From an optimization exercise on the open Yosys and OpenROAD flow, aimed at small area, a short achievable clock period and few clock cycles per item; shortcuts taken in it are not production practice.
RTL that was checked went through simulation tests only; none was proved equivalent to the original.
Power figures rest on the tool's default switching activity, not on a simulated workload.

Setup of gamma:
// ntt_core
module ntt_core #(
    parameter WIDTH = 24
)(
    input  wire          clk,
    input  wire          rst_n,
    input  wire          start,
    output reg           done,
    output reg  [7:0]    ram_addr_a,
    output reg           ram_we_a,
    output reg  [WIDTH-1:0] ram_wdata_a,
    input  wire [WIDTH-1:0] ram_rdata_a,
    output reg  [7:0]    ram_addr_b,
    output reg           ram_we_b,
    output reg  [WIDTH-1:0] ram_wdata_b,
    input  wire [WIDTH-1:0] ram_rdata_b
);
    localparam integer WOFS = 14;
    localparam [10:0] CC_LAST = 11'd1035;    
    reg        run;       
    reg        prm;       
    reg [10:0] cc;        
    reg [2:0]  pj;        
    reg [3:0]  pd;        
    reg [1:0]  pm;        
    wire idle = !run && !prm;
    function [7:0] pos;
        input [7:0] g;
        input [1:0] e;
        begin
            case (g[7:6])
                2'd0: pos = {e, g[5:0]};
                2'd1: pos = {g[5:4], e, g[3:0]};
  ...
==> flow/config.mk <==
export PLATFORM = sky130hd
export DESIGN_NAME = ntt_core
export DESIGN_NICKNAME = ntt_core
export VERILOG_FILES = /design/flow/design.v
export SDC_FILE = /design/flow/constraint.sdc
export NUM_CORES = 8
export LEC_CHECK = 0
export ABC_CLOCK_PERIOD_IN_PS = 3000
export CAP_MARGIN = 20
export CORE_MARGIN = 2
export CORE_UTILIZATION = 40
export SETUP_SLACK_MARGIN = 5
export SLEW_MARGIN = 20
==> flow/constraint.sdc <==
create_clock -name core_clock -period 10.0 [get_ports {clk}]
set_input_delay 2.0000 -clock core_clock [delete_from_list [all_inputs] [get_ports {clk}]]
set_output_delay 2.0000 -clock core_clock [all_outputs]
set_load 0.01 [all_outputs]
run.sh (not shown) runs the stock make flow with config.mk's settings and CLKGATE_MAP_FILE= SYNTH_SCRIPT=/design/flow/synth_recipe.tcl, a recipe that flattens the netlist after the stock synthesis.
#### Input delta (alpha over gamma)
# gamma
export LEC_CHECK = 0
export ABC_CLOCK_PERIOD_IN_PS = 3000
export CAP_MARGIN = 20
export CORE_MARGIN = 2
export CORE_UTILIZATION = 40
export SETUP_SLACK_MARGIN = 5
export SLEW_MARGIN = 20
create_clock -name core_clock -period 10.0 [get_ports {clk}]
# alpha
export LEC_CHECK = 0
export CAP_MARGIN = 20
export CORE_MARGIN = 2
export CORE_UTILIZATION = 40
export SLEW_MARGIN = 20
create_clock -name core_clock -period 10.0 [get_ports {clk}]
Results
- Reported for gamma and alpha, number of flip-flops and latches turned out identical to the last digit.
- Sequential power of gamma is on par with alpha.
- Comparing alpha with gamma, the global routing usage summed across all routing layers came out essentially unchanged.
- As far as count of final hold-check violations goes, alpha and gamma are indistinguishable; the numbers are identical.
No run of this note included a check of the RTL's function; only the layout flow was run.

Setup of build 21:
Another version of the RTL of ntt_core (not shown whole).
Size in the first run: ~5,000 cells after synthesis, ~44,000 µm² of cells after synthesis.
Settings: LEC_CHECK=0, CAP_MARGIN=20, CORE_MARGIN=2, CORE_UTILIZATION=40, SLEW_MARGIN=20; clock period 10.0 ns.
standard.sh (not shown) runs the stock make flow with config.mk's settings and CLKGATE_MAP_FILE= SYNTH_SCRIPT=/design/flow/synth_recipe.tcl, a recipe that flattens the netlist after the stock synthesis.
==> flow/flow/run.sh <==
#!/bin/bash
# Layout flow: the standard ORFS flow (standard synthesis unchanged), with the
# setup repair aiming for more slack than the 10 ns clock needs, so that the
# resizer works on the design's real critical paths.
set -euo pipefail
MARGIN=$(cat flow/margin.txt)
bash standard.sh SETUP_SLACK_MARGIN=$MARGIN finish > standard.log 2>&1
==> flow/flow/margin.txt <==
6.5
Testbench counts of build 21, summed over its fixed seeds: cycles 24,920, transforms 24.
#### Input delta (build 46 over build 21)
==> flow/flow/margin.txt <==
6.7
[summary]
- Build 46 went all the way through the flow, and no timing, DRC or antenna check failed.
- Of build 21 and build 46, the run reporting the higher wire length of the first global-routing pass was build 46.
- Cmp build 21 and build 46 / via count of the first global-routing pass / higher: build 46
- Relative to build 21, number of clock buffer instances in the layout decreased by about 5% in build 46.
- Build 46 vs build 21, destination of the critical timing path: ram_addr_a[6] vs ram_wdata_a[10]
- In the metrics for build 21 and build 46, the one carrying the lower layout cell share with drive strength beyond 1 is build 21.
#### Input delta (build 87 over build 46)
- CORE_UTILIZATION: 40 -> 60
[summary]
Build 87 improves on build 46 in global-route wire length before repair.
In build 87 relative to build 46, power had gone up slightly.
NOTE: final clock period utilization by the worst path in build 87 exceeds that of build 46
Between build 87 and build 46, the portion of the layout cell area used by clock cells figures differ only marginally.
Between build 46 and build 87, the count of vias placed by the detailed router is lower for build 46.
The internal power consumption of build 46 and that of build 87 are within noise of each other.
Higher utilization was reported by build 87, not build 46.
Changes observed in build 87 relative to build 46: sequential group power closely matched the old numbers; count of cells resized by post-cts repair down 89.

== run 1 ==
ntt_core again, from the RTL that the note above started with.
==> flow/config.mk <==
export PLATFORM = sky130hd
export DESIGN_NAME = ntt_core
export DESIGN_NICKNAME = ntt_core
export VERILOG_FILES = /design/flow/design.v
export SDC_FILE = /design/flow/constraint.sdc
export NUM_CORES = 8
export LEC_CHECK = 0
export CAP_MARGIN = 20
export CORE_MARGIN = 2
export CORE_UTILIZATION = 40
export SLEW_MARGIN = 20
==> flow/constraint.sdc <==
create_clock -name core_clock -period 10.0 [get_ports {clk}]
set_input_delay 2.0000 -clock core_clock [delete_from_list [all_inputs] [get_ports {clk}]]
set_output_delay 2.0000 -clock core_clock [all_outputs]
set_load 0.01 [all_outputs]
==> flow/flow/margin.txt <==
6.6
Scripts as last shown in full above: flow/flow/run.sh
Testbench counts of run 1, summed over its fixed seeds: cycles 24,920, transforms 24.
For run 2, these inputs were changed with respect to run 1:
Settings: changing CORE_UTILIZATION from 40 to 50.
==> flow/flow/margin.txt <==
6.7
==> comparison <==
Run 2 finished all stages; the layout is clean.
Count of non-CTS buffers in the layout for run 2: 31 up relative to run 1
Run 2 vs run 1, TritonCTS buffer count went down by 1.
Between run 1 and run 2, the difference in area of all placed cells without fillers is negligible.
From run 1 to run 2 the numbers moved as follows: switching power share of the total rose by 0.80 points; hold buffer count at CTS stayed essentially flat; post-CTS setup repair buffer count rose by 13.
Run 1 → run 2: largest net degree at the start of global routing down about 12%, number of standard cells in the final layout excluding fillers went down about 4.3%, layout overhead on the synthesized area went down.
Setup changes, run 2 to run 3
Settings: CORE_UTILIZATION: 50 -> 40.
==> flow/flow/margin.txt <==
6.9
--- outcome ---
- From run 2 to run 3 the numbers moved as follows: wire length of the first global-routing pass rose 4.7%; cell area rose about 5.4%; smallest setup slack after layout rose 0.10 ns.
- Of the two values seen for critical path's slowest cell, sky130_fd_sc_hd__dfstp_2 was produced by run 3 and sky130_fd_sc_hd__nor2b_1 by run 2.
- Of run 2 and run 3, the higher routed length on met1 belongs to run 3.

job 9971:
ntt_core, a different RTL version from the one above (not shown whole).
For scale: about 5200 cells after synthesis, ~590 flip-flops, ~120 I/O pins.
==> flow/config.mk <==
export PLATFORM = sky130hd
export DESIGN_NAME = ntt_core
export DESIGN_NICKNAME = ntt_core
export VERILOG_FILES = /design/flow/design.v
export SDC_FILE = /design/flow/constraint.sdc
export NUM_CORES = 8
export LEC_CHECK = 0
export CAP_MARGIN = 20
export CORE_MARGIN = 2
export CORE_UTILIZATION = 40
export SLEW_MARGIN = 20
==> flow/constraint.sdc <==
create_clock -name core_clock -period 10.0 [get_ports {clk}]
set_input_delay 2.0000 -clock core_clock [delete_from_list [all_inputs] [get_ports {clk}]]
set_output_delay 2.0000 -clock core_clock [all_outputs]
set_load 0.01 [all_outputs]
==> flow/flow/margin.txt <==
6.5
Scripts as last shown in full above: flow/flow/run.sh
Job 9971 finished end to end and its layout was clean on timing, DRC and antenna.
Inputs modified between job 9971 and job 4321:
==> flow/flow/margin.txt <==
6.0
## What came out
- In the tables for job 9971 and job 4321, cell count reads lower with job 4321.
- Compared job 9971 against job 4321; average wire per standard cell within noise.
- Count of filler cells inserted in the layout, job 9971 and job 4321, higher one = job 4321.
- Pin count of the biggest net entering global routing went down by more than 10% going from job 9971 to job 4321.
- Where total wire length is concerned, job 9971 is outperformed by job 4321.
- Comparing job 4321 with job 9971, the number of nets with antenna violations after routing came out essentially unchanged.
Input-level comparison between job 2547 and job 4321:
==> flow/flow/margin.txt <==
7.0
Findings:
Of the two values seen for worst-path cell with the longest stage delay, fa_1 was produced by job 2547 and nor2_1 by job 4321.
Row count of clock-buffer cells in the layout: job 2547 lower / job 4321 higher
Job 2547 vs job 4321, combinational cell fraction of total power went up by 6.2 points.
Looking at combinational power across job 4321 and job 2547, the one that comes out higher is job 2547.
Going from job 4321 to job 2547, wire length +about 14%, net switching share of the total power -0.44 points, final critical-path share of the clock period -4.3 points, power +about 21%, worst hold slack after final layout ~0 delta.
Per the comparison of job 2547 with job 4321, leakage component of the power up 16%; global routing usage on met1 went up; post-layout utilization of the core +7.2 points.
No run of this note included a check of the RTL's function; only the layout flow was run.

## the reference run
ntt_core, a different RTL version from the one above (not shown whole).
Size: ~5300 cells after synthesis, ~120 I/O pins, ~0.045 mm^2 of cells after synthesis.
// ntt_core
module ntt_core #(
    parameter WIDTH = 24
)(
    input  wire          clk,
    input  wire          rst_n,
    input  wire          start,
    output reg           done,
    output reg  [7:0]    ram_addr_a,
    output reg           ram_we_a,
    output reg  [WIDTH-1:0] ram_wdata_a,
    input  wire [WIDTH-1:0] ram_rdata_a,
    output reg  [7:0]    ram_addr_b,
    output reg           ram_we_b,
    output reg  [WIDTH-1:0] ram_wdata_b,
    input  wire [WIDTH-1:0] ram_rdata_b
);
    localparam [10:0] CC_LAST = 11'd1037;    
    reg        run;       
    reg        prm;       
    reg [10:0] cc;        
    reg [2:0]  pj;        
    reg [3:0]  pd;        
    reg [1:0]  pm;        
    wire idle = !run && !prm;
    function [7:0] pos;
        input [7:0] g;
        input [1:0] e;
        begin
            case (g[7:6])
                2'd0: pos = {e, g[5:0]};
                2'd1: pos = {g[5:4], e, g[3:0]};
                2'd2: pos = {g[5:2], e, g[1:0]};
                default: pos = {g[5:0], e};
            endcase
        end
    endfunction
    function [3:0] brv4;
        input [3:0] x;
        brv4 = {x[0], x[1], x[2], x[3]};
    endfunction
    wire [10:0] cn   = cc + 11'd1;
    wire [8:0]  kn   = cn[10:2];
    wire [8:0]  kw1  = kn - 9'd3;               
    wire [8:0]  kw2  = kn - 9'd4;               
    wire        rd_n = run && (kn[8] == 1'b0) && (cn[0] == 1'b0);
    wire        w1_n = run && (cn[1:0] == 2'd3) && (kn >= 9'd3) && (kw1[8] == 1'b0);
    wire        w2_n = run && (cn[1:0] == 2'd1) && (kn >= 9'd4) && (kw2[8] == 1'b0);
    wire [2:0]  pj_n   = (pj == 3'd5) ? 3'd0 : pj + 3'd1;
    wire        pf_end = (pj == 3'd5);
    wire        plast  = pf_end && (pd == 4'd8) && (pm == 2'd1);
    wire [3:0]  pd_n   = (pf_end && ((pd != 4'd8 && pm == 2'd3))) ? pd + 4'd1 : pd;
    wire [1:0]  pm_n   = pf_end ? ((pm == 2'd3 || (pd == 4'd8 && pm == 2'd1)) ? 2'd0 : pm + 2'd1) : pm;
    wire        sec_n  = pj_n[0];
    wire [3:0]  xa_n   = {pm_n, sec_n, 1'b0};
    wire [3:0]  xb_n   = {pm_n, sec_n, 1'b1};
    wire [3:0]  ya_n   = xa_n + pd_n;
    wire [3:0]  yb_n   = xb_n + pd_n;
  ...
clock: 10.0 ns
lec_check: 0
cap_margin: 20
core_margin: 2
core_utilization: 40
slew_margin: 20
==> flow/flow/margin.txt <==
6.5
Scripts as last shown in full above: flow/flow/run.sh
Input changes introduced in the trial run (baseline for comparison: the reference run):
==> flow/flow/margin.txt <==
6.8
Results
- [diff] final area, the trial run relative to the reference run: regression
- First-pass GRT wire length: the trial run and the reference run compared, lower one is the reference run
- Summary of the trial run over the reference run: tightest slew margin relative to the limit went up by 2.3 points; cell count went up; setup slack of the critical path after layout moved down; flip-flop and latch count closely matched the old numbers.
Function was not checked in any run of this note: the RTL went through the layout flow alone.

afterwards: timing with drivers on the ports:
Ports are ideal in the flow. The routed layouts listed here were re-timed in OpenROAD.
Step 1 assumes that a clkbuf_16 drives the clock port and a buf_2 every other input.
Step 2 times the ports against the registers' clock, not the clock port: input delays grow and output delays shrink by t, the midpoint of the rising clock arrivals with the driver on.
a / b / c = no drivers / after step 1 / after step 2; a / b = the first two.
| run | t (ns) | slack for setup (ns) | latest minus earliest clock arrival (ns) | pins driven straight from the clock port |
|---|---|---|---|---|
| gamma | 0.695 | 5.161 / 5.161 / 5.161 | 0.068 / 0.068 | 1 |
| alpha | 0.695 | 5.161 / 5.161 / 5.161 | 0.068 / 0.068 | 1 |
| build 21 | 0.708 | 6.557 / 6.493 / 6.511 | 0.040 / 0.040 | 1 |
| build 46 | 0.693 | 6.726 / 6.663 / 6.509 | 0.067 / 0.067 | 1 |
| build 87 | 0.678 | 6.646 / 6.635 / 6.459 | 0.064 / 0.065 | 1 |
| run 1 | 0.697 | 6.596 / 6.591 / 6.419 | 0.033 / 0.033 | 1 |
| run 2 | 0.685 | 6.599 / 6.565 / 6.407 | 0.036 / 0.037 | 1 |
| run 3 | 0.700 | 6.704 / 6.640 / 6.247 | 0.048 / 0.048 | 1 |
| job 9971 | 0.725 | 6.223 / 6.223 / 6.223 | 0.049 / 0.048 | 1 |
| job 4321 | 0.711 | 5.834 / 5.834 / 5.834 | 0.049 / 0.049 | 1 |
| job 2547 | 0.720 | 6.265 / 6.265 / 6.265 | 0.039 / 0.039 | 1 |
| the reference run | 0.696 | 6.027 / 6.027 / 6.027 | 0.045 / 0.046 | 1 |
| the trial run | 0.681 | 5.922 / 5.922 / 5.922 | 0.057 / 0.058 | 1 |
After both steps every run listed still meets setup and hold. For run 3, which loses most, drivers alone change the setup slack by -0.064 ns; drivers and shift together by -0.457 ns.
